This design comes from an exercise in tuning for small area, a short achievable clock period and few clock cycles per item on the open sky130 flow, not from production work.
Function was checked by simulation only, so behaviour that the tests miss may differ from the original.
No activity file was given, so power comes from the tool's default toggle rates.

==> flow/design.v, too long to show whole: its modules and the start of the top module <==
// module lut_eval: 337 lines
// module lut_interp: 101 lines
// module lut_coef_rom: 140 lines
// module lut_master: 69 lines
module lut_master #(parameter data_width = 16) (
		input wire clk,
		input wire reset,
		input wire req,
		input wire [8 - 1 : 0] lut_handle,
		input wire [data_width - 1 : 0] req_arg,
		output wire [data_width - 1 : 0] data_out,
		output reg valid,
		output reg invalid_request
	);
  // ...
==> flow/flow/run.sh <==
#!/bin/bash
# Standard layout, with two changes: the input and output ports are buffered
# by buf_4 cells instead of the delay buffers buffer_ports picks by default,
# and synthesis leaves the adders to abc instead of mapping them to the
# platform's full/half adder cells (the registers are the standard ones).
set -euo pipefail
bash standard.sh "BUFFER_PORTS_ARGS=-buffer_cell sky130_fd_sc_hd__buf_4" "ADDER_MAP_FILE=" finish > make_finish.log 2>&1
==> flow/standard.sh <==
#!/bin/bash
# synth_recipe.tcl (not shown) runs the flow's synth.tcl, then flattens the netlist and writes it again
# the make line also repeats each setting of config.mk as NAME=value (left out here)
make -C /OpenROAD-flow-scripts/flow DESIGN_CONFIG=/design/flow/config.mk WORK_HOME=/design/flow/orfs CLKGATE_MAP_FILE= SYNTH_SCRIPT=/design/flow/synth_recipe.tcl "${@:-finish}"
==> flow/config.mk <==
export PLATFORM = sky130hd
export DESIGN_NAME = lut_master
export DESIGN_NICKNAME = lut_master
export VERILOG_FILES = /design/flow/design.v
export SDC_FILE = /design/flow/constraint.sdc
export NUM_CORES = 4
export LEC_CHECK = 0
export ABC_AREA = 1
export CAP_MARGIN = 20
export CORE_MARGIN = 2
export CORE_UTILIZATION = 45
export GPL_TIMING_DRIVEN = 0
export PLACE_DENSITY = 0.6
export SETUP_SLACK_MARGIN = 2.0
export SLEW_MARGIN = 20
export SYNTH_MEMORY_MAX_BITS = 70000
==> flow/constraint.sdc <==
create_clock -name core_clock -period 8.0 [get_ports {clk}]
set_input_delay 1.6000 -clock core_clock [delete_from_list [all_inputs] [get_ports {clk}]]
set_output_delay 1.6000 -clock core_clock [all_outputs]
set_load 0.01 [all_outputs]
==> impl_metrics.tcl, run 1 <==
set metrics [dict create \
    outcome "complete, no violations" \
    drt_first_iter_violations 2002 \
    routed_via_density 5.86 \
    cts_made_buffers 5 \
    cp-startpoint "dh_r[0]" \
    place_hpwl_um 49000 \
    initial_antenna_violation_count 1 \
    final_cells 3000 \
    p_int_mw 2.59 \
    fin_worst_skew_ns 0.0000626 \
    post_drt_antenna_nets 0 \
    initial_utilization 0.456 \
    globalRouteMet3Util 0.0630 \
    postCtsSetupBuffers 0 \
    synth.ff_latch_count 41 \
    period_share 0.741 \
    post_cts.resized_instances 4 \
    clock_tree.buffer_depth 2 \
    min-delay-path-class "flip-flop to flip-flop" \
    worstHoldEndpoint "invalid_request" \
    cpMaxStageDelayCell "sky130_fd_sc_hd__maj3_1" \
    max-slew-margin-rel 0.441 \
    synth-simple-area-share 0.590 \
    clock_area_frac 0.0119 \
    required_time_reported_for_the_critical_path_endpoint_ns 6.40 \
    clock_sinks 41 \
    antenna_cells 1 \
    number_of_non_clock_buffers 108 \
    insertion_delay_ns 0.30 \
    cts.root.buffer_cell "sky130_fd_sc_hd__clkbuf_16" \
    nNetsFinal 2641 \
    largest_net_degree_at_the_start_of_global_routing 15 \
    layout.nonclk_buf_frac 0.0587 \
]
Testbench counts, summed over its fixed seeds: cycles 12,008, items 12,000.
==> inputs of run 2 (changes only) <==
--- a/flow/config.mk
+++ b/flow/config.mk
@@ -9,8 +9,7 @@
 export CAP_MARGIN = 20
 export CORE_MARGIN = 2
 export CORE_UTILIZATION = 45
-export GPL_TIMING_DRIVEN = 0
 export PLACE_DENSITY = 0.6
-export SETUP_SLACK_MARGIN = 2.0
+export SETUP_SLACK_MARGIN = 2.25
 export SLEW_MARGIN = 20
 export SYNTH_MEMORY_MAX_BITS = 70000
==> run 2 against run 1 <==
Final area is 4.4% higher; still clean; highest routed layer is now met4; non-clock buffer count increased by 9; synthesized cell count stayed put.
==> impl_metrics.tcl, run 2 <==
set metrics [dict create \
    grt.total_usage 0.347 \
    largest_register_ffs 16 \
    synth_flop_cell "sky130_fd_sc_hd__dfxtp_1" \
    syn-mean-instance-area_um2 5.11 \
    worst-setup-path-type "input port to flip-flop" \
    most_frequent_cells_in_the_layout "sky130_fd_sc_hd__nand2_1 (998), sky130_fd_sc_hd__nand3_1 (297), sky130_fd_sc_hd__inv_1 (266)" \
    cap_viol_max_count 0 \
    cts-htree-levels 2 \
    met2RoutedLength_um 23900 \
    max_freq_ghz 0.179 \
    clkSlewWorstSetupHoldPaths_ns 0.06 \
    synth-simple-area-share 0.590 \
    final_util 0.518 \
    seq_power_share 0.053 \
    power_leakage_nw 8.37 \
    synth.ff_latch_count 41 \
    timing.critical_path.arrival_ns 5.77 \
    grt_overflow_total 0 \
    min-delay-path-class "flip-flop to flip-flop" \
    grt_pass1_vias 15159 \
    initial_utilization 0.456 \
    synthesis.yosys.warnings 3 \
    cts_made_buffers 5 \
    std_cell_rows 62 \
    die_area_um2 30500 \
    worstSetupEndpointType "flip-flop" \
    yosysTopAreaCell "sky130_fd_sc_hd__nand2_1" \
    clock_tree.buffer_depth 2 \
    worst_voltage_drop_across_the_vdd_grid_mv 0.265 \
    detailroute.via_count 16961 \
    final_hold_viol_count 0 \
    synth.area.mux_share 0 \
    max-slew-margin-rel 0.381 \
    final_common_cell "sky130_fd_sc_hd__nand2_1" \
    post_synth_most_frequent_cells "sky130_fd_sc_hd__nand2_1 (1030), sky130_fd_sc_hd__nand3_1 (302), sky130_fd_sc_hd__inv_1 (270)" \
    layout-drive-gt1-share 0.156 \
    iteration_count_of_the_initial_detailed_routing_pass 6 \
    highest-signal-layer "met4" \
    post_synthesis_instance_area_um2 13100 \
    dieWidth_um 175 \
    cts.root.buffer_cell "sky130_fd_sc_hd__clkbuf_16" \
    p_int_mw 2.80 \
    critical_path_source_type "input port" \
    power_density_over_the_cells_nw_per_um2 449 \
    place_hpwl_um 43600 \
    io_buffer_count 44 \
    post-synth-top-count-cell "sky130_fd_sc_hd__nand2_1" \
    largest_net_degree_at_the_start_of_global_routing 51 \
    dp_cells 2956 \
    routedLengthMet1_um 22500 \
    cts_hold_buffers 0 \
    fin_crit_ns 5.58 \
    antenna_cells 0 \
    final_cells 3012 \
    drt-total-wl_um 55600 \
    flow.area_growth_from_synthesis_pct 13.6 \
    ys_types 70 \
    nNetsFinal 2654 \
    placeable_core_area_um2 28700 \
    synth.yosys.seq_area_share 0.0627 \
    routed_via_density 5.63 \
    post_drt_antenna_nets 0 \
    outcome "complete, no violations" \
    drt_first_iter_violations 1760 \
    slew_viol_final 0 \
    grt_pass1_wl_um 82600 \
    initial_antenna_violation_count 0 \
    insertion_delay_ns 0.30 \
    synth_xor_xnor_area_share 0.106 \
    power.clock.fraction 0.041 \
    rsz0062_at_grt "yes" \
    synth_compound_area_frac 0.116 \
    p_sw_mw 3.88 \
    setup_viols_final 0 \
    wl_met3_um 5930 \
    async_flop_share 0 \
    worst-slew-pin-transition_ns 0.918 \
    crit_fanout 45 \
    tritoncts "yes" \
    drt_drc_violations_left 0 \
    num-fill-cells 3135 \
    gp_congestion 1.10 \
    top_cell_type_s_share_of_synthesized_area 0.295 \
    required_time_reported_for_the_critical_path_endpoint_ns 8.19 \
    totalNegativeSetupSlack_ns 0 \
    route.detailed.wl_per_inst_um 18.4 \
    number_of_enable_flip_flop_cells_after_synthesis 0 \
    period_share 0.697 \
    netlist_instances 2563 \
    dominant_combinational_cell_family_by_area_after_synthesis "simple AND/OR/NAND/NOR gates" \
    synth_top_area_cells "sky130_fd_sc_hd__nand2_1 (30%), sky130_fd_sc_hd__nand3_1 (12%), sky130_fd_sc_hd__inv_1 (7.7%)" \
    power.combinational.fraction 0.906 \
    max_flop_register "ya_r" \
    io_pins 45 \
    net_switching_fraction_of_the_power 0.581 \
    fin_worst_skew_ns 0.0000279 \
    synth_nets 2590 \
    clock_sinks 41 \
    yosys.area_share.adder 0.000765 \
    dieHeight_um 175 \
]
[run 2: cell types whose count changed in the layout (fill, tap and decap cells not counted), sizes merged]
cell | before | now
buf | 90 | 117
bufinv | 1 | 2
clkbuf | 22 | 5
clkdlybuf4s15 | 1 | 0
clkinv | 4 | 3
clkinvlp | 1 | 3
diode | 1 | 0
inv | 300 | 299
nand2 | 1111 | 1114
[run 2: logic make-up after synthesis]
family          count (synthesis)
xor+xnor                      154
flops                          41
simple gates                 1751
compound gates                249
buf+inv                       367
fa+ha+maj                       1
[run 2: cell type report]
type	count	area, um^2	share of cell area
Clock buffer	5	125	0.00841
Clock inverter	3	68.8	0.00463
Inverter	303	1140	0.0769
Multi-Input combinational cell	2158	11200	0.754
Sequential cell	41	823	0.0553
Tap cell	384	480	0.0323
Timing Repair Buffer	117	1010	0.0676
Timing Repair inverter	1	7.51	0.000505
[run 2: final timing paths]
check / slack (ns) / cells after the start / start / endpoint
setup / recovery: 2.42 / 26 / lut_handle[0] / ya_r[6]
hold / removal: 0.47 / 2 / invalid_request / invalid_request
setup reg to reg: 7.37 / 3 / invalid_request / valid
hold reg to reg: 0.47 / 2 / invalid_request / invalid_request
[run 2: critical path, cell delays in order]
cell and delay (ns):
sky130_fd_sc_hd__buf_16 0.21, sky130_fd_sc_hd__nand2_4 0.12, sky130_fd_sc_hd__inv_2 0.08, sky130_fd_sc_hd__nor2_4 0.04
sky130_fd_sc_hd__buf_12 0.14, sky130_fd_sc_hd__nand2_1 0.16, sky130_fd_sc_hd__nand2_8 0.15, sky130_fd_sc_hd__nor2_8 0.26
sky130_fd_sc_hd__nand2_1 0.19, sky130_fd_sc_hd__nand3_1 0.10, sky130_fd_sc_hd__o21ai_0 0.22, sky130_fd_sc_hd__nand3b_1 0.29
sky130_fd_sc_hd__o2111ai_1 0.49, sky130_fd_sc_hd__or2_2 0.47, sky130_fd_sc_hd__nand2_1 0.08, sky130_fd_sc_hd__xnor2_1 0.16
sky130_fd_sc_hd__nand2_1 0.08, sky130_fd_sc_hd__nand2_1 0.06, sky130_fd_sc_hd__inv_1 0.04, sky130_fd_sc_hd__or2_1 0.22
sky130_fd_sc_hd__nand2_1 0.11, sky130_fd_sc_hd__xor2_1 0.15, sky130_fd_sc_hd__nand2_1 0.09, sky130_fd_sc_hd__nand2_1 0.08
sky130_fd_sc_hd__nand3b_1 0.11, sky130_fd_sc_hd__nand2_1 0.05
[run 2: power groups by stage]
stage	clock network (mW)	logic [mW]	registers [mW]
2_1_floorplan	0	4.08	0.340
3_3_place_gp	0	5.35	0.349
3_5_place_dp	0	5.46	0.350
4_1_cts	0.280	5.55	0.348
5_1_grt	0.287	6.70	0.363
6_report	0.275	6.05	0.352
[run 2: per-stage QoR]
step	setup slack [ns]	cell area, um^2	hold WS (ns)	power, mW
2_1_floorplan	3.05	13100	0.488	4.42
3_3_place_gp	1.49	13700	0.456	5.70
3_5_place_dp	1.53	13700	0.463	5.81
4_1_cts	2.26	14000	0.472	6.18
5_1_grt	2.16	14900	0.543	7.35
6_report	2.42	14900	0.473	6.67
[run 2: routing by layer]
| metal | up-vias | GRT usage |
|---|---|---|
| met2 | 878 | 0.556 |
| li1 | 8262 | - |
| met4 | 0 | 0.170 |
| met5 | - | 0 |
| met1 | 7611 | 0.439 |
| met3 | 210 | 0.0776 |
[run 2: timing repair]
item                       in CTS  in global routing
buffers inserted                2                 42
cloned                          1                  3
gates resized for setup        17                123
setup endpoints to repair      31                 32
pin swaps                       1                 35
==> inputs of run 3 (changes only) <==
--- a/flow/config.mk
+++ b/flow/config.mk
@@ -10,6 +10,6 @@
 export CORE_MARGIN = 2
 export CORE_UTILIZATION = 45
 export PLACE_DENSITY = 0.6
-export SETUP_SLACK_MARGIN = 2.25
+export SETUP_SLACK_MARGIN = 1.75
 export SLEW_MARGIN = 20
 export SYNTH_MEMORY_MAX_BITS = 70000
==> run 3 against run 2 <==
Still clean on timing, DRC and antenna; clock skew unchanged; register-to-register slack about the same; final area down 6.0%; wire length shrank 3.2%; sequential cell count stayed put; non-clock buffer count is 41 lower; largest power group unchanged.
==> impl_metrics.tcl, run 3 <==
set metrics [dict create \
    dp_cells 2956 \
    worstSetupEndpointType "flip-flop" \
    post_synth_most_frequent_cells "sky130_fd_sc_hd__nand2_1 (1030), sky130_fd_sc_hd__nand3_1 (302), sky130_fd_sc_hd__inv_1 (270)" \
    fin_total_pwr_mw 6.21 \
    totalNegativeSetupSlack_ns 0 \
    post-synth-top-count-cell "sky130_fd_sc_hd__nand2_1" \
    placeable_core_area_um2 28700 \
    layout-drive-gt1-share 0.115 \
    final_common_cell "sky130_fd_sc_hd__nand2_1" \
    netlist_instances 2563 \
    initial_utilization 0.456 \
    num-fill-cells 3202 \
    insertion_delay_ns 0.30 \
    min-delay-path-class "flip-flop to flip-flop" \
    outcome "complete, no violations" \
    grt.total_usage 0.346 \
    drt_drc_violations_left 0 \
    crit_fanout 45 \
    dieHeight_um 175 \
    period_share 0.749 \
    io_pins 45 \
    rsz0062_at_grt "no" \
    initial_antenna_violation_count 0 \
    top_cell_type_s_share_of_synthesized_area 0.295 \
    max_freq_ghz 0.167 \
    async_flop_share 0 \
    synth.ff_latch_count 41 \
    worst_voltage_drop_across_the_vdd_grid_mv 0.291 \
    required_time_reported_for_the_critical_path_endpoint_ns 8.20 \
    clock_sinks 41 \
    std_cell_rows 62 \
    dieWidth_um 175 \
    nNetsFinal 2609 \
    cap_viol_max_count 0 \
    cts.root.buffer_cell "sky130_fd_sc_hd__clkbuf_16" \
    slew_viol_final 0 \
    final_cells 2967 \
    place_hpwl_um 43600 \
    syn-mean-instance-area_um2 5.11 \
    final_util 0.487 \
    fin_worst_skew_ns 0.0000279 \
    io_buffer_count 44 \
    post_synthesis_instance_area_um2 13100 \
    iteration_count_of_the_initial_detailed_routing_pass 6 \
    power_density_over_the_cells_nw_per_um2 444 \
    drt_first_iter_violations 1714 \
    clkSlewWorstSetupHoldPaths_ns 0.06 \
    worst-setup-path-type "input port to flip-flop" \
    timing.critical_path.arrival_ns 6.19 \
    cpMaxStageDelayCell "sky130_fd_sc_hd__a21oi_1" \
    tritoncts "yes" \
    cts_hold_buffers 0 \
    drt-total-wl_um 53800 \
    power_leakage_nw 8.04 \
    synth_nets 2590 \
    max-slew-margin-rel 0.182 \
    placement.setup.worst_slack_ns 1.53 \
    slowest_stage_delay_on_critical_path_ns 0.94 \
    cts-htree-levels 2 \
    ys_types 70 \
    synth_flop_cell "sky130_fd_sc_hd__dfxtp_1" \
    largest_register_ffs 16 \
    setup_viols_final 0 \
    flow.area_growth_from_synthesis_pct 6.82 \
    max_flop_register "ya_r" \
    antenna_cells 0 \
    post_drt_antenna_nets 0 \
    die_area_um2 30500 \
    timing.critical_path.buf_inv 3 \
    final_hold_viol_count 0 \
    worst-slew-pin-transition_ns 1.23 \
    grt_pass1_vias 15119 \
    gp_congestion 1.10 \
    critical_path_source_type "input port" \
    routed_via_density 5.57 \
    synth_top_area_cells "sky130_fd_sc_hd__nand2_1 (30%), sky130_fd_sc_hd__nand3_1 (12%), sky130_fd_sc_hd__inv_1 (7.7%)" \
    synthesis.yosys.warnings 3 \
    number_of_enable_flip_flop_cells_after_synthesis 0 \
    clock_tree.buffer_depth 2 \
    grt_pass1_wl_um 82500 \
    grt_overflow_total 0 \
    cp_top_family "simple AND/OR/NAND/NOR gates" \
    detailroute.via_count 16535 \
    fin_crit_ns 6.00 \
    critical-path-top-cell-by-count "sky130_fd_sc_hd__nand2_1" \
    route.detailed.wl_per_inst_um 18.1 \
    cts_made_buffers 5 \
    synth.yosys.seq_area_share 0.0627 \
    yosysTopAreaCell "sky130_fd_sc_hd__nand2_1" \
    most_frequent_cells_in_the_layout "sky130_fd_sc_hd__nand2_1 (1027), sky130_fd_sc_hd__nand3_1 (302), sky130_fd_sc_hd__inv_1 (270)" \
    largest_net_degree_at_the_start_of_global_routing 51 \
    layout_setup_ws_ns 2.00 \
]
-- run 3: changes by cell type in the layout (fill, tap and decap cells not counted), moves of 5 or more --
cell | previous run | this run
sky130_fd_sc_hd__a21oi_1 | 62 | 70
sky130_fd_sc_hd__a21oi_2 | 12 | 5
sky130_fd_sc_hd__buf_12 | 8 | 2
sky130_fd_sc_hd__buf_4 | 106 | 73
sky130_fd_sc_hd__nand2_1 | 998 | 1027
sky130_fd_sc_hd__nand2_2 | 84 | 65
sky130_fd_sc_hd__nand2_8 | 11 | 2
sky130_fd_sc_hd__nand3_1 | 297 | 302
sky130_fd_sc_hd__nor2_1 | 181 | 191
sky130_fd_sc_hd__nor2_4 | 15 | 9
sky130_fd_sc_hd__o21ai_0 | 62 | 71
sky130_fd_sc_hd__o21ai_1 | 35 | 29
-- run 3: kinds of logic after synthesis --
group           share of synthesized area
fa+ha+maj                        0.000765
compound gates                      0.116
xor+xnor                            0.106
flops                              0.0627
buf+inv                             0.123
simple gates                        0.590
-- run 3: final cells by class --
| type | count | area (um^2) | area share |
|---|---|---|---|
| clock inverter | 3 | 68.8 | 0.00492 |
| sequential | 41 | 821 | 0.0587 |
| multi-input combinational | 2155 | 10800 | 0.769 |
| timing repair buffer | 76 | 602 | 0.0430 |
| inverter | 303 | 1140 | 0.0813 |
| tap | 384 | 480 | 0.0344 |
| clock buffer | 5 | 125 | 0.00895 |
-- run 3: routing by layer --
metal,GRT usage,routed length [um],up-vias
li1,-,-,8158
met4,0.173,3060,0
met3,0.0849,5470,204
met5,0,0,-
met2,0.552,23100,836
met1,0.435,22100,7337
-- run 3: path summary, 6_finish.rpt --
kind | from | end | cells past startpoint | slack [ns]
hold / removal | invalid_request | invalid_request | 2 | 0.47
setup reg to reg | invalid_request | valid | 3 | 7.37
hold reg to reg | invalid_request | invalid_request | 2 | 0.47
setup / recovery | lut_handle[0] | e_r | 31 | 2.00
-- run 3: through the flow --
step | hold slack, ns | area, um^2
floorplan | 0.488 | 13100
global placement | 0.456 | 13700
detailed placement | 0.463 | 13700
CTS | 0.472 | 13900
global route | 0.543 | 14000
finish | 0.473 | 14000
-- run 3: worst reg2reg max path: stages (launching register included) --
cell	delay [ns]
sky130_fd_sc_hd__dfxtp_1	0.31
sky130_fd_sc_hd__inv_1	0.06
sky130_fd_sc_hd__nand2_1	0.04
sky130_fd_sc_hd__nor3_1	0.15
-- run 3: repair_timing --
item,CTS,global route
gates resized for setup,0,21
endpoints found under the setup margin,0,29
setup buffers,0,3
-- run 3: power breakdown --
| part | switching, mW | total (mW) | internal, mW |
|---|---|---|---|
| logic | 3.52 | 5.59 | 2.08 |
| clock network | 0.0962 | 0.276 | 0.180 |
| registers | 0.0433 | 0.347 | 0.304 |
==> inputs of run 4 (changes only) <==
--- a/flow/config.mk
+++ b/flow/config.mk
@@ -6,10 +6,10 @@
 export NUM_CORES = 4
 export LEC_CHECK = 0
 export ABC_AREA = 1
-export CAP_MARGIN = 20
+export CAP_MARGIN = 10
 export CORE_MARGIN = 2
 export CORE_UTILIZATION = 45
 export PLACE_DENSITY = 0.6
-export SETUP_SLACK_MARGIN = 1.75
-export SLEW_MARGIN = 20
+export SETUP_SLACK_MARGIN = 2.0
+export SLEW_MARGIN = 10
 export SYNTH_MEMORY_MAX_BITS = 70000
==> run 4 against run 3 <==
Clock skew did not move; global-route usage barely moved; die area did not move; worst setup slack improved by 0.32 ns; synthesized cell count did not move; area after synthesis did not move; sequential share of layout area fell by 0.080 points; final area rose by 1.4%; hold slack barely moved; clock-buffer cell count did not move; core utilization rose by 0.68 points; sequential power barely moved.
==> impl_metrics.tcl, run 4 <==
set metrics [dict create \
    post_synthesis_instance_area_um2 13100 \
    synth.yosys.seq_area_share 0.0627 \
    cap_viol_max_count 0 \
    drt_first_iter_violations 1795 \
    required_time_reported_for_the_critical_path_endpoint_ns 8.19 \
    fin_worst_skew_ns 0.0000279 \
    regToRegStartpoint "invalid_request" \
    max_freq_ghz 0.176 \
    holdPathStages 2 \
    initial_antenna_violation_count 0 \
    timing.critical_path.arrival_ns 5.87 \
    holdCritStartpoint "invalid_request" \
    largest_net_degree_at_the_start_of_global_routing 51 \
    post-synth-top-count-cell "sky130_fd_sc_hd__nand2_1" \
    num-fill-cells 3188 \
    drt-total-wl_um 54000 \
    flow.area_growth_from_synthesis_pct 8.31 \
    rsz0062_at_grt "yes" \
    slew_viol_final 0 \
    initial_utilization 0.456 \
    fin_total_pwr_mw 6.28 \
    post_drt_antenna_nets 0 \
    cts.root.buffer_cell "sky130_fd_sc_hd__clkbuf_16" \
    grt.total_usage 0.346 \
    die_area_um2 30500 \
    dominant_combinational_cell_family_by_area_after_synthesis "simple AND/OR/NAND/NOR gates" \
    synth.area.mux_share 0 \
    synth_flop_cell "sky130_fd_sc_hd__dfxtp_1" \
    worstRegToRegCells 3 \
    largest_register_ffs 16 \
    detailroute.via_count 16547 \
    placeable_core_area_um2 28700 \
    worst-setup-path-type "input port to flip-flop" \
    io_pins 45 \
    yosys.area_share.adder 0.000765 \
    final_cells 2974 \
    dieWidth_um 175 \
    nNetsFinal 2616 \
    layout-drive-gt1-share 0.124 \
    ys_types 70 \
    gp_congestion 1.10 \
    grt_pass1_vias 15126 \
    synth_xor_xnor_area_share 0.106 \
    setup.reg_to_reg.worst_slack_ns 7.37 \
    outcome "complete, no violations" \
    routed_via_density 5.56 \
    worst-slew-pin-transition_ns 0.864 \
    multi_input_gate_area_um2 10900 \
    power_density_over_the_cells_nw_per_um2 443 \
    grt_pass1_wl_um 82500 \
    max_flop_register "ya_r" \
    totalNegativeSetupSlack_ns 0 \
    fin_crit_ns 5.67 \
    min-delay-path-class "flip-flop to flip-flop" \
    most_frequent_cells_in_the_layout "sky130_fd_sc_hd__nand2_1 (1021), sky130_fd_sc_hd__nand3_1 (301), sky130_fd_sc_hd__inv_1 (269)" \
    max-slew-margin-rel 0.418 \
    power_leakage_nw 8.08 \
    dp_cells 2956 \
    synth_compound_area_frac 0.116 \
    iteration_count_of_the_initial_detailed_routing_pass 6 \
    final_common_cell "sky130_fd_sc_hd__nand2_1" \
    synth_top_area_cells "sky130_fd_sc_hd__nand2_1 (30%), sky130_fd_sc_hd__nand3_1 (12%), sky130_fd_sc_hd__inv_1 (7.7%)" \
    cts_hold_buffers 0 \
    async_flop_share 0 \
    route.detailed.wl_per_inst_um 18.2 \
    synth_nets 2590 \
    netlist_instances 2563 \
    io_buffer_count 44 \
    final_hold_viol_count 0 \
    drt_drc_violations_left 0 \
    number_of_enable_flip_flop_cells_after_synthesis 0 \
    insertion_delay_ns 0.30 \
    antenna_cells 0 \
    clkSlewWorstSetupHoldPaths_ns 0.06 \
    dieHeight_um 175 \
    worstHoldEndpoint "invalid_request" \
    yosysTopAreaCell "sky130_fd_sc_hd__nand2_1" \
    crit_fanout 45 \
    critical_path_source_type "input port" \
    post_synth_most_frequent_cells "sky130_fd_sc_hd__nand2_1 (1030), sky130_fd_sc_hd__nand3_1 (302), sky130_fd_sc_hd__inv_1 (270)" \
    cp-startpoint "lut_handle[0]" \
    cts_made_buffers 5 \
    std_cell_rows 62 \
    cts-htree-levels 2 \
    grt_overflow_total 0 \
    worstSetupEndpointType "flip-flop" \
    clock_tree.buffer_depth 2 \
    rr_endpoint "valid" \
    synth.ff_latch_count 41 \
    place_hpwl_um 43600 \
    layout_setup_ws_ns 2.33 \
    placement.setup.worst_slack_ns 1.53 \
    tritoncts "yes" \
    synthesis.yosys.warnings 3 \
    clock_sinks 41 \
    syn-mean-instance-area_um2 5.11 \
    period_share 0.709 \
    worst_voltage_drop_across_the_vdd_grid_mv 0.292 \
    seqCellArea_um2 821 \
    top_cell_type_s_share_of_synthesized_area 0.295 \
    setup_viols_final 0 \
    synth-simple-area-share 0.590 \
]
run 4: area by class of cell:
cell class,instances,share of cell area
repair inverters,1,0.000353
inverters,303,0.0807
multi-input cells,2155,0.766
well taps,384,0.0339
clock inverters,3,0.00485
flip-flops and latches,41,0.0579
clock buffers,5,0.00882
repair buffers,82,0.0472
run 4: worst max-delay path, cell delays in order:
cell                        delay, ns
sky130_fd_sc_hd__buf_12          0.21
sky130_fd_sc_hd__inv_2           0.11
sky130_fd_sc_hd__nand2_2         0.08
sky130_fd_sc_hd__nand2_2         0.13
sky130_fd_sc_hd__nand2_1         0.16
sky130_fd_sc_hd__nand2_4         0.26
sky130_fd_sc_hd__nor2_8          0.31
sky130_fd_sc_hd__nand2_1         0.20
sky130_fd_sc_hd__nand3_1         0.11
sky130_fd_sc_hd__o21ai_0         0.22
sky130_fd_sc_hd__nand3b_1        0.27
sky130_fd_sc_hd__o2111ai_1       0.48
sky130_fd_sc_hd__or2_2           0.47
sky130_fd_sc_hd__nand2_1         0.07
sky130_fd_sc_hd__xnor2_1         0.16
sky130_fd_sc_hd__nand2_1         0.08
sky130_fd_sc_hd__nand2_1         0.06
sky130_fd_sc_hd__inv_1           0.04
sky130_fd_sc_hd__or2_1           0.22
sky130_fd_sc_hd__nand2_1         0.11
sky130_fd_sc_hd__xor2_1          0.15
sky130_fd_sc_hd__nand2_1         0.09
sky130_fd_sc_hd__nand2_1         0.09
sky130_fd_sc_hd__nand3b_1        0.10
sky130_fd_sc_hd__nand2_1         0.05
run 4: logic make-up after synthesis:
family | Yosys count
buf+inv | 367
fa+ha+maj | 1
xor+xnor | 154
simple gates | 1751
flops | 41
compound gates | 249
run 4: report_power, final:
part	switching, mW	internal, mW	leakage, nW
sequential	0.0440	0.304	0.344
combinational	3.56	2.10	7.65
clock	0.0952	0.180	0.0944
run 4: per-stage QoR:
| step | cell area, um^2 | hold slack (ns) | util |
|---|---|---|---|
| floorplan | 13100 | 0.488 | - |
| global placement | 13700 | 0.456 | 0.476 |
| detailed placement | 13700 | 0.463 | 0.476 |
| CTS | 13900 | 0.472 | 0.485 |
| global route | 14200 | 0.543 | 0.494 |
| finish | 14200 | 0.473 | 0.494 |
run 4: worst max-delay path by stage:
stage,to,slack [ns],depth (start not counted)
finish,ya_r[6],2.33,25
global route,data_out[11],1.93,29
CTS,data_out[11],2.01,29
detailed placement,ya_r[6],1.53,28
global placement,ya_r[7],1.49,28
floorplan,data_out[12],3.05,25
run 4: layer usage:
metal / track usage / up-vias / share of wire
li1: - / 8173 / -
met1: 0.435 / 7408 / 0.41
met2: 0.552 / 771 / 0.43
met3: 0.0840 / 195 / 0.10
met4: 0.174 / 0 / 0.057
met5: 0 / - / 0
run 4: repair_timing:
item                       in CTS  in global routing
setup endpoints to repair      11                 27
gates resized for setup         8                 45
hold endpoints to repair        0                  0
pin swaps                       0                  3
cloned                          1                  0
buffers inserted                0                  9
==> inputs of run 5 (changes only) <==
--- a/flow/config.mk
+++ b/flow/config.mk
@@ -6,10 +6,10 @@
 export NUM_CORES = 4
 export LEC_CHECK = 0
 export ABC_AREA = 1
-export CAP_MARGIN = 10
+export CAP_MARGIN = 20
 export CORE_MARGIN = 2
-export CORE_UTILIZATION = 45
-export PLACE_DENSITY = 0.6
+export CORE_UTILIZATION = 55
+export PLACE_DENSITY = 0.65
 export SETUP_SLACK_MARGIN = 2.0
-export SLEW_MARGIN = 10
+export SLEW_MARGIN = 20
 export SYNTH_MEMORY_MAX_BITS = 70000
==> run 5 against run 4 <==
Worst setup slack got worse by 1.2 ns; sequential power grew 8.0%; area after synthesis unchanged; wire length is 16% higher; critical path type is now flip-flop to output port.
==> impl_metrics.tcl, run 5 <==
set metrics [dict create \
    post-synth-top-count-cell "sky130_fd_sc_hd__nand2_1" \
    worst-setup-path-type "flip-flop to output port" \
    flow.area_growth_from_synthesis_pct 8.93 \
    drt_first_iter_violations 3124 \
    cts_made_buffers 5 \
    worstSetupEndpointType "output port" \
    critical_path_source_type "flip-flop" \
    detailed_place.area_um2 13600 \
    synth.yosys.seq_area_share 0.0627 \
    largest_net_degree_at_the_start_of_global_routing 35 \
    power.combinational.fraction 0.912 \
    drt-total-wl_um 62600 \
    detailroute.via_count 18439 \
    max-slew-margin-rel 0.174 \
    post_synthesis_instance_area_um2 13100 \
    largest_register_ffs 16 \
    syn-mean-instance-area_um2 5.11 \
    power_density_over_the_cells_nw_per_um2 496 \
    timing.critical_path.arrival_ns 5.24 \
    initial_antenna_violation_count 0 \
    synth_flop_cell "sky130_fd_sc_hd__dfxtp_1" \
    synth_nets 2590 \
    clkSlewWorstSetupHoldPaths_ns 0.06 \
    tritoncts "yes" \
    netlist_instances 2563 \
    place_hpwl_um 43900 \
    io_buffer_count 44 \
    initial_utilization 0.559 \
    crit_fanout 5 \
    top_cell_type_s_share_of_synthesized_area 0.295 \
    power_leakage_nw 8.14 \
    post_synth_most_frequent_cells "sky130_fd_sc_hd__nand2_1 (1030), sky130_fd_sc_hd__nand3_1 (302), sky130_fd_sc_hd__inv_1 (270)" \
    cp_top_family "simple AND/OR/NAND/NOR gates" \
    fin_worst_skew_ns 0.0000313 \
    final_common_cell "sky130_fd_sc_hd__nand2_1" \
    p_sw_mw 4.40 \
    min-delay-path-class "flip-flop to flip-flop" \
    insertion_delay_ns 0.29 \
    rsz0062_at_grt "yes" \
    number_of_enable_flip_flop_cells_after_synthesis 0 \
    placeable_core_area_um2 23400 \
    iteration_count_of_the_initial_detailed_routing_pass 17 \
    max_freq_ghz 0.146 \
    io_pins 45 \
    route.detailed.wl_per_inst_um 21.5 \
    cts.root.buffer_cell "sky130_fd_sc_hd__clkbuf_16" \
    gp_congestion 1.13 \
    cts_hold_buffers 0 \
    ys_types 70 \
    fin_crit_ns 6.84 \
    synth.ff_latch_count 41 \
    worst_voltage_drop_across_the_vdd_grid_mv 0.652 \
    max_flop_register "ya_r" \
    synthesis.yosys.warnings 3 \
    final_hold_viol_count 0 \
    cpMaxStageDelayCell "sky130_fd_sc_hd__xor2_1" \
    seq_power_share 0.053 \
    worst-slew-pin-transition_ns 1.24 \
    yosysTopAreaCell "sky130_fd_sc_hd__nand2_1" \
    grt.total_usage 0.436 \
    totalNegativeSetupSlack_ns 0 \
    dieWidth_um 158 \
    nNetsFinal 2622 \
    async_flop_share 0 \
    clock_tree.buffer_depth 2 \
    power.clock.fraction 0.035 \
    p_int_mw 2.68 \
    required_time_reported_for_the_critical_path_endpoint_ns 6.40 \
    grt_overflow_total 0 \
    routed_via_density 6.32 \
    outcome "complete, no violations" \
    most_frequent_cells_in_the_layout "sky130_fd_sc_hd__nand2_1 (1006), sky130_fd_sc_hd__nand3_1 (299), sky130_fd_sc_hd__inv_1 (268)" \
    final_area_um2 14300 \
    layout-drive-gt1-share 0.139 \
    cts-htree-levels 2 \
    cap_viol_max_count 0 \
    timing.critical_path.buf_inv 4 \
    grt_pass1_wl_um 83700 \
    period_share 0.855 \
    slew_viol_final 0 \
    net_switching_fraction_of_the_power 0.622 \
    drt_drc_violations_left 0 \
    grt_pass1_vias 15763 \
    slowest_stage_delay_on_critical_path_ns 0.67 \
    critical-path-top-cell-by-count "sky130_fd_sc_hd__nand2_1" \
    std_cell_rows 56 \
    synth_top_area_cells "sky130_fd_sc_hd__nand2_1 (30%), sky130_fd_sc_hd__nand3_1 (12%), sky130_fd_sc_hd__inv_1 (7.7%)" \
    setup_viols_final 0 \
    dieHeight_um 158 \
    clock_sinks 41 \
    die_area_um2 25100 \
    post_drt_antenna_nets 0 \
]
## run 5: final timing paths
path              startpoint         endpoint  slack [ns]  depth (start not counted)
max                      e_r     data_out[11]        1.16                         27
min          invalid_request  invalid_request        0.49                          2
max reg2reg  invalid_request            valid        7.36                          3
min reg2reg  invalid_request  invalid_request        0.49                          2
## run 5: layout make-up
class | count | area (um^2)
multi-input cells | 2157 | 11000
inverters | 303 | 1150
repair buffers | 86 | 689
flip-flops and latches | 41 | 825
clock inverters | 3 | 46.3
well taps | 319 | 399
fillers | 2237 | 9140
clock buffers | 5 | 125
repair inverters | 1 | 5.00
diodes | 1 | 2.50
## run 5: layer usage
layer,vias to the layer above,track usage,part of all wire
li1,8200,-,-
met1,8152,0.521,0.35
met2,1592,0.698,0.41
met3,489,0.127,0.15
met4,6,0.250,0.084
met5,-,0,0.0029
## run 5: power groups by stage
stage	combinational, mW	clock, mW	sequential [mW]
2_1_floorplan	4.08	0	0.340
3_3_place_gp	5.27	0	0.350
3_5_place_dp	5.50	0	0.355
4_1_cts	5.59	0.243	0.356
5_1_grt	6.98	0.256	0.383
6_report	6.45	0.246	0.376
## run 5: per-stage QoR
stage / utilization / hold slack [ns] / setup WS, ns / power (mW) / cells
5_1_grt: 0.609 / 0.524 / 0.699 / 7.62 / 2915
2_1_floorplan: - / 0.488 / 3.05 / 4.42 / 2563
3_5_place_dp: 0.579 / 0.477 / 1.62 / 5.86 / 2888
4_1_cts: 0.589 / 0.487 / 2.00 / 6.19 / 2897
3_3_place_gp: 0.579 / 0.454 / 1.80 / 5.62 / 2888
6_report: 0.609 / 0.486 / 1.16 / 7.08 / 2916
## run 5: cells by family (layout without fill, tap and decap cells)
| group | count (synthesis) | after routing | share of synthesized area |
|---|---|---|---|
| flip-flops | 41 | 41 | 0.0627 |
| AND/OR/NAND/NOR | 1751 | 1753 | 0.590 |
| other | 0 | 1 | 0 |
| buffers and inverters | 367 | 398 | 0.123 |
| AO/OA/AOI/OAI | 249 | 249 | 0.116 |
| adder cells (fa/ha/maj) | 1 | 1 | 0.000765 |
| XOR/XNOR | 154 | 154 | 0.106 |
## run 5: what timing repair did
action | in CTS | in global routing
pin swaps | 0 | 24
gates cloned | 1 | 2
resized for setup | 11 | 88
endpoints found under the setup margin | 12 | 32
setup buffers | 0 | 16
## run 5: worst register-to-register path, delay by kind of cell (launching register included)
| kind | cells | cell delay [ns] |
|---|---|---|
| buffers and inverters | 1 | 0.07 |
| DFF | 1 | 0.31 |
| and+or+nand+nor | 2 | 0.19 |
==> inputs of run 6 (changes only) <==
--- a/flow/config.mk
+++ b/flow/config.mk
@@ -8,8 +8,8 @@
 export ABC_AREA = 1
 export CAP_MARGIN = 20
 export CORE_MARGIN = 2
-export CORE_UTILIZATION = 55
-export PLACE_DENSITY = 0.65
+export CORE_UTILIZATION = 35
+export PLACE_DENSITY = 0.45
 export SETUP_SLACK_MARGIN = 2.0
 export SLEW_MARGIN = 20
 export SYNTH_MEMORY_MAX_BITS = 70000
==> run 6 against run 5 <==
Critical endpoint unchanged; synthesized cell count stayed put; clock skew rose by 0.0061 ns; sequential cell count unchanged; clock power shrank 2%; largest power group unchanged; die area rose by 56%; maximum frequency grew 22%; final cell count rose by 5.9%.
==> impl_metrics.tcl, run 6 <==
set metrics [dict create \
    outcome "complete, no violations" \
    synth.yosys.seq_area_share 0.0627 \
    worst-slew-pin-transition_ns 1.15 \
    initial_utilization 0.357 \
    synth.ff_latch_count 41 \
    final_common_cell "sky130_fd_sc_hd__nand2_1" \
    post-synth-top-count-cell "sky130_fd_sc_hd__nand2_1" \
    critical_path_source_type "flip-flop" \
    cts_made_buffers 5 \
    p_sw_mw 3.76 \
    seq_power_share 0.055 \
    antenna_cells 0 \
    io_buffer_count 44 \
    tritoncts "yes" \
    std_cell_rows 70 \
    detailroute.via_count 16641 \
    initial_antenna_violation_count 1 \
    drt_drc_violations_left 0 \
    fin_total_pwr_mw 6.35 \
    cp-startpoint "e_r" \
    period_share 0.701 \
    slowest_stage_delay_on_critical_path_ns 0.33 \
    num-fill-cells 4171 \
    synthesis.yosys.warnings 3 \
    post_drt_antenna_nets 0 \
    rsz0062_at_grt "no" \
    final_hold_viol_count 0 \
    max_flop_register "ya_r" \
    slew_viol_final 0 \
    netlist_instances 2563 \
    gp_congestion 1.09 \
    die_area_um2 39000 \
    final_area_um2 14600 \
    clock_sinks 41 \
    finalHoldWorstSlack_ns 0.481 \
    fin_worst_skew_ns 0.00611 \
    setup_viols_final 0 \
    worstSetupEndpointType "output port" \
    required_time_reported_for_the_critical_path_endpoint_ns 6.40 \
    p_int_mw 2.59 \
    syn-mean-instance-area_um2 5.11 \
    fin_crit_ns 5.61 \
    dieWidth_um 197 \
    cts.root.buffer_cell "sky130_fd_sc_hd__clkbuf_16" \
    cpMaxStageDelayCell "sky130_fd_sc_hd__dfxtp_1" \
    io_pins 45 \
    drt_first_iter_violations 1365 \
    ys_types 70 \
    post_synth_most_frequent_cells "sky130_fd_sc_hd__nand2_1 (1030), sky130_fd_sc_hd__nand3_1 (302), sky130_fd_sc_hd__inv_1 (270)" \
    route.detailed.wl_per_inst_um 19.4 \
    totalNegativeSetupSlack_ns 0 \
    synth_flop_cell "sky130_fd_sc_hd__dfxtp_1" \
    worstRegToRegCells 3 \
    min-delay-path-class "flip-flop to flip-flop" \
    grt.total_usage 0.307 \
    crit_path_end "data_out[11]" \
    insertion_delay_ns 0.30 \
    net_switching_fraction_of_the_power 0.592 \
    multi_input_gate_area_um2 11000 \
    power.clock.fraction 0.038 \
    power.combinational.fraction 0.907 \
    timing.critical_path.arrival_ns 4.01 \
    clock_tree.buffer_depth 2 \
    rr_endpoint "valid" \
    cap_viol_max_count 0 \
    grt_overflow_total 0 \
    post_synthesis_instance_area_um2 13100 \
    critical-path-top-cell-by-count "sky130_fd_sc_hd__nand2_1" \
    iteration_count_of_the_initial_detailed_routing_pass 8 \
    yosysTopAreaCell "sky130_fd_sc_hd__nand2_1" \
    clkSlewWorstSetupHoldPaths_ns 0.06 \
    number_of_enable_flip_flop_cells_after_synthesis 0 \
    crit_fanout 5 \
    async_flop_share 0 \
    grt_pass1_vias 15533 \
    routed_via_density 5.39 \
    top_cell_type_s_share_of_synthesized_area 0.295 \
    power_density_over_the_cells_nw_per_um2 436 \
    largest_net_degree_at_the_start_of_global_routing 46 \
    placeable_core_area_um2 36700 \
    max_freq_ghz 0.178 \
    max-slew-margin-rel 0.235 \
    most_frequent_cells_in_the_layout "sky130_fd_sc_hd__nand2_1 (1017), sky130_fd_sc_hd__nand3_1 (298), sky130_fd_sc_hd__inv_1 (269)" \
    final_util 0.397 \
    regToRegStartpoint "invalid_request" \
    cts-htree-levels 2 \
    grt_pass1_wl_um 90800 \
    flow.area_growth_from_synthesis_pct 11.3 \
    worst-setup-path-type "flip-flop to output port" \
    synth_top_area_cells "sky130_fd_sc_hd__nand2_1 (30%), sky130_fd_sc_hd__nand3_1 (12%), sky130_fd_sc_hd__inv_1 (7.7%)" \
    worst_voltage_drop_across_the_vdd_grid_mv 0.201 \
    dieHeight_um 197 \
    largest_register_ffs 16 \
    setup.reg_to_reg.worst_slack_ns 7.32 \
    power_leakage_nw 8.25 \
    detailed_place.area_um2 13900 \
    place_hpwl_um 48900 \
    nNetsFinal 2646 \
    seqCellArea_um2 821 \
    synth_nets 2590 \
    layout-drive-gt1-share 0.137 \
    drt-total-wl_um 59800 \
]
==> run 6: final cells by class <==
type	count	share of cell area
timing repair inverter	1	0.000343
multi-input combinational	2155	0.754
timing repair buffer	112	0.0599
tap	468	0.0402
clock buffer	5	0.00858
clock inverter	2	0.00240
inverter	303	0.0785
sequential	41	0.0563
==> run 6: cell families after synthesis <==
group,count (synthesis),share of synthesized area
buf+inv,367,0.123
compound gates,249,0.116
simple gates,1751,0.590
flops,41,0.0627
xor+xnor,154,0.106
fa+ha+maj,1,0.000765
==> run 6: worst min path at each step <==
stage | from | end | slack, ns | cells past startpoint
CTS | invalid_request | invalid_request | 0.48 | 2
global placement | invalid_request | invalid_request | 0.45 | 2
global route | invalid_request | invalid_request | 0.51 | 2
floorplan | invalid_request | invalid_request | 0.49 | 2
detailed placement | invalid_request | invalid_request | 0.47 | 2
finish | invalid_request | invalid_request | 0.48 | 2
==> run 6: layer usage <==
metal / share of wire / wire (um) / track usage / vias up
met4: 0.047 / 2800 / 0.130 / 0
met1: 0.44 / 26100 / 0.403 / 7620
met5: 0 / 0 / 0 / -
met3: 0.071 / 4250 / 0.0362 / 132
li1: - / - / - / 8249
met2: 0.44 / 26600 / 0.509 / 640
==> run 6: critical path, delay by kind of cell, from the launching register on <==
family	cells	cell delay (ns)
buf+inv	6	0.43
simple gates	19	2.48
xor+xnor	2	0.28
flops	1	0.33
compound gates	2	0.19
==> run 6: stage by stage <==
stage / setup slack, ns / cells
floorplan: 3.05 / 2563
global placement: 1.41 / 3056
detailed placement: 1.33 / 3056
CTS: 2.01 / 3063
global route: 1.99 / 3087
finish: 2.39 / 3087
==> run 6: timing repair <==
item | CTS | global route
setup buffers | 0 | 23
gates resized for setup | 7 | 70
setup endpoints to repair | 24 | 32
hold buffers | 0 | 0
gates cloned | 0 | 1
pin swaps | 0 | 9
==> run 6: power groups by stage <==
stage	combinational [mW]	sequential [mW]	clock (mW)
after floorplan	4.08	0.340	0
after global placement	5.49	0.352	0
after detailed placement	5.55	0.353	0
after CTS	5.59	0.348	0.248
after global routing	6.48	0.360	0.252
final	5.76	0.350	0.241
==> inputs of run 7 (changes only) <==
--- a/flow/config.mk
+++ b/flow/config.mk
@@ -8,8 +8,8 @@
 export ABC_AREA = 1
 export CAP_MARGIN = 20
 export CORE_MARGIN = 2
-export CORE_UTILIZATION = 35
-export PLACE_DENSITY = 0.45
+export CORE_UTILIZATION = 40
+export PLACE_DENSITY = 0.55
 export SETUP_SLACK_MARGIN = 2.0
 export SLEW_MARGIN = 20
 export SYNTH_MEMORY_MAX_BITS = 70000
==> run 7 against run 6 <==
Maximum frequency is 2.0% lower; clock power is 2% lower; worst setup slack worse by 0.11 ns; core utilization is 4.5 points higher; via count is 0.78% lower; clock skew is 0.0061 ns lower; total power is 1.2% lower; critical path type is now input port to flip-flop.
==> impl_metrics.tcl, run 7 <==
set metrics [dict create \
    outcome "complete, no violations" \
    power.clock.fraction 0.037 \
    grt_pass1_wl_um 85100 \
    slew_viol_final 0 \
    worst-slew-pin-transition_ns 0.978 \
    cts.root.buffer_cell "sky130_fd_sc_hd__clkbuf_16" \
    std_cell_rows 66 \
    setup.reg_to_reg.worst_slack_ns 7.35 \
    clock_tree.buffer_depth 2 \
    synth_top_area_cells "sky130_fd_sc_hd__nand2_1 (30%), sky130_fd_sc_hd__nand3_1 (12%), sky130_fd_sc_hd__inv_1 (7.7%)" \
    period_share 0.715 \
    critical-path-top-cell-by-count "sky130_fd_sc_hd__nand2_1" \
    gp_congestion 1.07 \
    drt-total-wl_um 57200 \
    detailroute.via_count 16511 \
    io_pins 45 \
    power_density_over_the_cells_nw_per_um2 438 \
    tritoncts "yes" \
    totalNegativeSetupSlack_ns 0 \
    grt_overflow_total 0 \
    rsz0062_at_grt "yes" \
    drt_first_iter_violations 1729 \
    synth_flop_cell "sky130_fd_sc_hd__dfxtp_1" \
    ys_types 70 \
    regToRegStartpoint "invalid_request" \
    power_leakage_nw 8.10 \
    min-delay-path-class "flip-flop to flip-flop" \
    finalHoldWorstSlack_ns 0.481 \
    insertion_delay_ns 0.29 \
    final_cells 3036 \
    async_flop_share 0 \
    placement.setup.worst_slack_ns 1.58 \
    max_flop_register "ya_r" \
    largest_net_degree_at_the_start_of_global_routing 42 \
    timing.critical_path.arrival_ns 5.92 \
    required_time_reported_for_the_critical_path_endpoint_ns 8.19 \
    number_of_enable_flip_flop_cells_after_synthesis 0 \
    netlist_instances 2563 \
    multi_input_gate_area_um2 10900 \
    holdPathStages 2 \
    worstHoldEndpoint "invalid_request" \
    worstRegToRegCells 3 \
    setup_viols_final 0 \
    most_frequent_cells_in_the_layout "sky130_fd_sc_hd__nand2_1 (1019), sky130_fd_sc_hd__nand3_1 (300), sky130_fd_sc_hd__inv_1 (269)" \
    num-fill-cells 3666 \
    iteration_count_of_the_initial_detailed_routing_pass 6 \
    io_buffer_count 44 \
    route.detailed.wl_per_inst_um 18.8 \
    worst_voltage_drop_across_the_vdd_grid_mv 0.652 \
    layout_setup_ws_ns 2.28 \
    placeable_core_area_um2 32400 \
    post_synth_most_frequent_cells "sky130_fd_sc_hd__nand2_1 (1030), sky130_fd_sc_hd__nand3_1 (302), sky130_fd_sc_hd__inv_1 (270)" \
    die_area_um2 34200 \
    post-synth-top-count-cell "sky130_fd_sc_hd__nand2_1" \
    place_hpwl_um 46100 \
    cap_viol_max_count 0 \
    synth.ff_latch_count 41 \
    seq_power_share 0.056 \
    dieWidth_um 185 \
    critical_path_source_type "input port" \
    clock_sinks 41 \
    crit_fanout 20 \
    dp_cells 3019 \
    cts-htree-levels 2 \
    p_sw_mw 3.72 \
    net_switching_fraction_of_the_power 0.592 \
    fin_worst_skew_ns 0.0000446 \
    post_drt_antenna_nets 0 \
    flow.area_growth_from_synthesis_pct 9.46 \
    initial_antenna_violation_count 2 \
    worst-setup-path-type "input port to flip-flop" \
    synth.yosys.seq_area_share 0.0627 \
    yosysTopAreaCell "sky130_fd_sc_hd__nand2_1" \
    final_common_cell "sky130_fd_sc_hd__nand2_1" \
    p_int_mw 2.56 \
    syn-mean-instance-area_um2 5.11 \
    grt_pass1_vias 14875 \
    nNetsFinal 2619 \
    seqCellArea_um2 821 \
    max_freq_ghz 0.175 \
    rr_endpoint "valid" \
    dieHeight_um 185 \
    slowest_stage_delay_on_critical_path_ns 0.31 \
    max-slew-margin-rel 0.341 \
    cpMaxStageDelayCell "sky130_fd_sc_hd__a21oi_4" \
    cts_made_buffers 5 \
    fin_crit_ns 5.72 \
    final_hold_viol_count 0 \
    drt_drc_violations_left 0 \
    largest_register_ffs 16 \
    grt.total_usage 0.328 \
    synth_nets 2590 \
    routed_via_density 5.44 \
    synthesis.yosys.warnings 3 \
    initial_utilization 0.404 \
    holdCritStartpoint "invalid_request" \
    power.combinational.fraction 0.907 \
    post_synthesis_instance_area_um2 13100 \
    top_cell_type_s_share_of_synthesized_area 0.295 \
    layout-drive-gt1-share 0.126 \
    clkSlewWorstSetupHoldPaths_ns 0.06 \
    worstSetupEndpointType "flip-flop" \
]
run 7: changes by cell type in the layout (fill, tap and decap cells not counted), moves of 3 or more:
cell,delta
sky130_fd_sc_hd__o21ai_1,+4
sky130_fd_sc_hd__a21oi_1,+3
sky130_fd_sc_hd__buf_4,-30
sky130_fd_sc_hd__o21ai_0,-3
sky130_fd_sc_hd__nand2_4,-4
sky130_fd_sc_hd__nand2_2,+3
run 7: what timing repair did:
item | CTS | global route
gates cloned | 0 | 2
hold buffers | 0 | 0
buffers inserted | 0 | 6
pin swaps | 0 | 3
setup endpoints to repair | 14 | 30
gates resized for setup | 7 | 57
run 7: cell type report:
cell class	count	area share
multi-input cells	2155	0.762
inverters	303	0.0799
flip-flops and latches	41	0.0573
repair buffers	85	0.0498
well taps	442	0.0386
clock buffers	5	0.00873
clock inverters	3	0.00323
repair inverters	1	0.000349
diodes	1	0.000175
run 7: logic make-up after synthesis:
kind of cell    share of synthesized area
xor+xnor                            0.106
simple gates                        0.590
compound gates                      0.116
fa+ha+maj                        0.000765
buf+inv                             0.123
flops                              0.0627
run 7: through the flow:
step	power [mW]	cell area, um^2	utilization
after floorplan	4.42	13100	-
after global placement	5.77	13800	0.426
after detailed placement	5.85	13800	0.426
after CTS	6.11	14000	0.432
after global routing	7.01	14300	0.443
final	6.28	14300	0.443
run 7: how the worst max path moves through the flow:
stage | start | end | slack (ns) | depth (start not counted)
finish | lut_handle[0] | e_r | 2.28 | 31
global placement | lut_handle[0] | e_r | 1.61 | 33
detailed placement | lut_handle[0] | e_r | 1.58 | 31
CTS | e_r | data_out[11] | 1.99 | 27
floorplan | e_r | data_out[12] | 3.05 | 25
global route | e_r | data_out[11] | 1.95 | 28
run 7: worst max-delay path, delay by kind of cell:
kind	cells	cell delay [ns]
AND/OR/NAND/NOR	25	3.32
AO/OA/AOI/OAI	2	0.53
buffers and inverters	4	0.44
run 7: metal layers:
| metal | wire length (um) | GRT usage | part of all wire | up-vias |
|---|---|---|---|---|
| met5 | 0 | 0 | 0 | - |
| met4 | 2450 | 0.135 | 0.043 | 0 |
| met3 | 4740 | 0.0594 | 0.083 | 155 |
| met2 | 25200 | 0.537 | 0.44 | 689 |
| met1 | 24800 | 0.424 | 0.43 | 7479 |
| li1 | - | - | - | 8188 |
run 7: power groups by stage:
stage | registers [mW] | clock network, mW | logic (mW)
floorplan | 0.340 | 0 | 4.08
finish | 0.349 | 0.235 | 5.69
global route | 0.360 | 0.248 | 6.40
global placement | 0.349 | 0 | 5.42
CTS | 0.348 | 0.243 | 5.52
detailed placement | 0.352 | 0 | 5.49

## static timing again, ports no longer ideal
In the flow no input, the clock included, has a driving cell. The finished layouts below were timed again as built, in two steps.
Step 1: set_driving_cell puts a clkbuf_16 on clk and a buf_2 on each other input, an assumption about the parent block.
Step 2 moves the port delays by t, midway between the first and last clock arrival at a register: inputs arrive t later, outputs are due t later. That takes back most of the time a late clock gives input paths.
a / b / c = no drivers / after step 1 / after step 2; a / b = the first two.
| run | t (ns) | setup WS [ns] | latest minus earliest clock arrival (ns) | worst slew at a driven data input, ns | pins driven straight from the clock port |
|---|---|---|---|---|---|
| run 1 | 0.338 | 2.070 / 2.027 / 1.915 | 0.003 / 0.003 | 0.04 | 1 |
| run 2 | 0.352 | 2.421 / 2.386 / 2.034 | 0.019 / 0.020 | 0.08 | 1 |
| run 3 | 0.356 | 2.004 / 2.025 / 1.668 | 0.021 / 0.021 | 0.04 | 1 |
| run 4 | 0.357 | 2.326 / 2.309 / 1.963 | 0.021 / 0.020 | 0.06 | 1 |
| run 5 | 0.351 | 1.162 / 1.112 / 1.463 | 0.017 / 0.016 | 0.04 | 1 |
| run 6 | 0.355 | 2.391 / 2.338 / 2.066 | 0.020 / 0.020 | 0.06 | 1 |
| run 7 | 0.335 | 2.279 / 2.258 / 1.958 | 0.008 / 0.008 | 0.04 | 1 |
After both steps every run listed still meets setup and hold. The setup slack of run 2, which loses most, moves by -0.035 ns with the drivers and by -0.387 ns with both steps.
